What follows belongs to an exercise in optimizing a design on an open flow for small area, a short achievable clock period and few clock cycles per item; a production flow would make more cautious choices.
RTL that was checked went through simulation tests only; none was proved equivalent to the original.

Setup of v49:
==> flow/design.v (excerpt) <==
module Rsa256Wrapper (
    input         avm_rst,
    input         avm_clk,
    output  [4:0] avm_address,
    output        avm_read,
    input  [31:0] avm_readdata,
    output        avm_write,
    output [31:0] avm_writedata,
    input         avm_waitrequest
);
export LEC_CHECK = 0
export CAP_MARGIN = 20
export CORE_MARGIN = 2
export CORE_UTILIZATION = 40
export SETUP_SLACK_MARGIN = 1.0
export SLEW_MARGIN = 45
export SYNTH_HIERARCHICAL = 1
create_clock -name core_clock -period 22.0 [get_ports {avm_clk}]
standard.sh (not shown) runs the stock make flow with config.mk's settings and CLKGATE_MAP_FILE= SYNTH_SCRIPT=/design/flow/synth_recipe.tcl, a recipe that flattens the netlist after the stock synthesis.
==> flow/flow/run.sh <==
#!/bin/bash
# Standard synthesis, then the standard ORFS layout steps with repair_timing
# aiming at a shorter period than the constraint (which stays as it is), and
# port buffers of a plain buffer cell.
set -euo pipefail
MARGIN=15.9
bash standard.sh synth > synth.log 2>&1
bash standard.sh SETUP_SLACK_MARGIN=$MARGIN SKIP_BUFFER_REMOVAL=1 \
    "BUFFER_PORTS_ARGS=-inputs -outputs -buffer_cell sky130_fd_sc_hd__buf_4" \
    floorplan place cts route finish > layout.log 2>&1
v49 has completed all stages; timing, DRC and antenna checks passed.
Testbench counts of v49, summed over its fixed seeds: cycles 250,615, items 24.
The following lists how v22 was set up differently from v49:
--- a/flow/flow/run.sh
+++ b/flow/flow/run.sh
@@ -4,5 +4,5 @@
 # port buffers of a plain buffer cell.
 set -euo pipefail
-MARGIN=15.9
+MARGIN=16.1
 bash standard.sh synth > synth.log 2>&1
 bash standard.sh SETUP_SLACK_MARGIN=$MARGIN SKIP_BUFFER_REMOVAL=1 \
--- a/flow/config.mk
+++ b/flow/config.mk
@@ -8,5 +8,5 @@
 export CAP_MARGIN = 20
 export CORE_MARGIN = 2
-export CORE_UTILIZATION = 40
+export CORE_UTILIZATION = 55
 export SETUP_SLACK_MARGIN = 1.0
 export SLEW_MARGIN = 45
==> comparison <==
v22 has more setup slack than v49. v22 vs. v49: number of endpoints failing setup at the final stage barely changed, fraction of met1 tracks used by global routing climbed 18 points. Delta (v22 minus v49): final hold slack saw an increase; post-layout minimum cycle time down 0.021 ns. v22 has global-route usage above what v49 had. v22 can be clocked faster than v49.
## Diff of input files: v23 against v22
--- a/flow/config.mk
+++ b/flow/config.mk
@@ -9,4 +9,6 @@
 export CORE_MARGIN = 2
 export CORE_UTILIZATION = 55
+export CTS_CLUSTER_DIAMETER = 100
+export CTS_CLUSTER_SIZE = 18
 export SETUP_SLACK_MARGIN = 1.0
 export SLEW_MARGIN = 45
Results
- Diff v22 -> v23: critical path depth neither gained nor lost much; minimum clock period after layout went down 0.0045 ns.
- Diff v22 -> v23 | number of antenna violations at the first check in global routing | decrease of about 1.8%
- Startpoint of the most critical setup path: txb[4]$_DFFE_PP_ -> v22, txb[6]$_DFFE_PP_ -> v23
- Worst hold slack delta (v23 − v22): favourable
- Compared v22 against v23; total detailed-routing wirelength within noise.

* * *

run 4:
Another version of the RTL of Rsa256Wrapper (not shown whole).
For scale: about 26000 cells after synthesis, ~74 I/O pins.
export LEC_CHECK = 0
export CAP_MARGIN = 20
export CORE_MARGIN = 2
export CORE_UTILIZATION = 40
export CTS_CLUSTER_DIAMETER = 100
export CTS_CLUSTER_SIZE = 18
export SETUP_SLACK_MARGIN = 1.0
export SLEW_MARGIN = 45
export SYNTH_HIERARCHICAL = 1
create_clock -name core_clock -period 22.0 [get_ports {avm_clk}]
==> flow/flow/run.sh <==
#!/bin/bash
# Standard synthesis, then the standard ORFS layout steps with repair_timing
# aiming at a shorter period than the constraint (which stays as it is), and
# port buffers of a plain buffer cell.
set -euo pipefail
MARGIN=16.1
bash standard.sh synth > synth.log 2>&1
bash standard.sh SETUP_SLACK_MARGIN=$MARGIN SKIP_BUFFER_REMOVAL=1 \
    "BUFFER_PORTS_ARGS=-inputs -outputs -buffer_cell sky130_fd_sc_hd__buf_4" \
    floorplan place cts route finish > layout.log 2>&1
Run 4 finished end to end and its layout was clean on timing, DRC and antenna.
What run 2 does differently from run 4 at the input level:
Settings: removing CTS_CLUSTER_SIZE (formerly 18); removing CTS_CLUSTER_DIAMETER (formerly 100).
Results
Against run 4, run 2 comes in 0.50% higher on global-route wire length before repair.
Between run 4 and run 2, the difference in worst hold slack is negligible.
~same global routing met2 resource utilization in run 4 and run 2
Final critical delay including setup and external delays delta for run 2 relative to run 4: 0.020 ns lower
Routability-driven placement congestion ratio came out exactly the same in run 4 and run 2.
Summary of run 2 over run 4: vias after detailed routing rose about 0.8%, stage delay of the slowest cell on the critical path fell 0.18 ns.
Function was not checked in any run of this note: the RTL went through the layout flow alone.

* * *

02-09:
Rsa256Wrapper with an RTL version that a note above also has.
For scale: ~26000 cells after synthesis, roughly 270000 sq um of cells after synthesis.
==> flow/config.mk <==
export PLATFORM = sky130hd
export DESIGN_NAME = Rsa256Wrapper
export DESIGN_NICKNAME = Rsa256Wrapper
export VERILOG_FILES = /design/flow/design.v
export SDC_FILE = /design/flow/constraint.sdc
export NUM_CORES = 8
export LEC_CHECK = 0
export CAP_MARGIN = 20
export CORE_MARGIN = 2
export CORE_UTILIZATION = 40
export SETUP_SLACK_MARGIN = 1.0
export SLEW_MARGIN = 45
export SYNTH_HIERARCHICAL = 1
==> flow/constraint.sdc <==
create_clock -name core_clock -period 22.0 [get_ports {avm_clk}]
set_input_delay 4.4000 -clock core_clock [delete_from_list [all_inputs] [get_ports {avm_clk}]]
set_output_delay 4.4000 -clock core_clock [all_outputs]
set_load 0.01 [all_outputs]
==> flow/flow/run.sh <==
#!/bin/bash
# Standard synthesis, then the standard ORFS layout steps with repair_timing
# aiming at a shorter period than the constraint (which stays as it is), and
# port buffers of a plain buffer cell.
set -euo pipefail
MARGIN=16.1
bash standard.sh synth > synth.log 2>&1
bash standard.sh SETUP_SLACK_MARGIN=$MARGIN \
    "BUFFER_PORTS_ARGS=-inputs -outputs -buffer_cell sky130_fd_sc_hd__buf_4" \
    floorplan place cts route finish > layout.log 2>&1
Testbench counts of 02-09, summed over its fixed seeds: cycles 250,615, items 24.
The inputs of 10-10 differ from those of 02-09 as listed below.
-- flow/flow/run.sh --
<<< 02-09, line 7
bash standard.sh synth > synth.log 2>&1
bash standard.sh SETUP_SLACK_MARGIN=$MARGIN \
    "BUFFER_PORTS_ARGS=-inputs -outputs -buffer_cell sky130_fd_sc_hd__buf_4" \
>>> 10-10, line 7
bash standard.sh synth > synth.log 2>&1
bash standard.sh SETUP_SLACK_MARGIN=$MARGIN SKIP_BUFFER_REMOVAL=1 \
    "BUFFER_PORTS_ARGS=-inputs -outputs -buffer_cell sky130_fd_sc_hd__buf_4" \
==> comparison <==
02-09 -> 10-10: detailed-route wire length delta 0, exact match
02-09 -> 10-10: count of non-CTS buffers in the layout delta 0, exact match
Count of hold buffers inserted by post-cts repair: 10-10 vs 02-09 identical
Signal arrival time at the worst endpoint of 02-09 is on par with 10-10.
Comparing 02-09 against 10-10, there is no change at all in overall routing resource usage.
There was hardly any difference in via density per instance between 10-10 and 02-09.
Clock-pin slew on the worst setup and hold paths: 10-10 vs 02-09 — no meaningful difference
Reported for 02-09 and 10-10, fraction of area in multi-input gates turned out identical to the last digit.
Worst hold slack: 10-10 vs 02-09 identical
The first-pass GRT wire length on 02-09 is in line with that on 10-10.

what the ideal ports hide:
The results above use ideal ports. As a check the final layouts listed here were re-extracted and re-timed, cells and wires unchanged.
Step 1, drivers: a clkbuf_16 drives avm_clk and a buf_2 each remaining input, both assumed.
Step 2 times the ports against the registers' clock, not the clock port: input delays grow and output delays shrink by t, the midpoint of the rising clock arrivals with the driver on.
Three values: no drivers, after step 1, after step 2; two values: the first two.
| run | shift t [ns] | setup WS [ns] | worst setup path after step 2 | worst data-port slew with drivers (ns) | cell pins on the clock port's net |
|---|---|---|---|---|---|
| v49 | 1.126 | 15.904 / 15.901 / 15.213 | input to register | 0.31 | 1 |
| v22 | 1.070 | 15.924 / 15.798 / 15.417 | input to register | 0.27 | 1 |
| v23 | 1.092 | 15.929 / 15.788 / 15.355 | input to register | 0.32 | 1 |
| run 4 | 1.091 | 16.020 / 16.020 / 15.352 | input to register | 0.37 | 1 |
| run 2 | 1.103 | 16.040 / 16.021 / 15.320 | input to register | 0.36 | 1 |
| 02-09 | 1.155 | 16.038 / 15.886 / 15.334 | input to register | 0.30 | 1 |
| 10-10 | 1.155 | 16.038 / 15.886 / 15.334 | input to register | 0.30 | 1 |
After both steps every run listed still meets setup and hold. The setup slack of run 2, which loses most, moves by -0.019 ns with the drivers and by -0.720 ns with both steps.
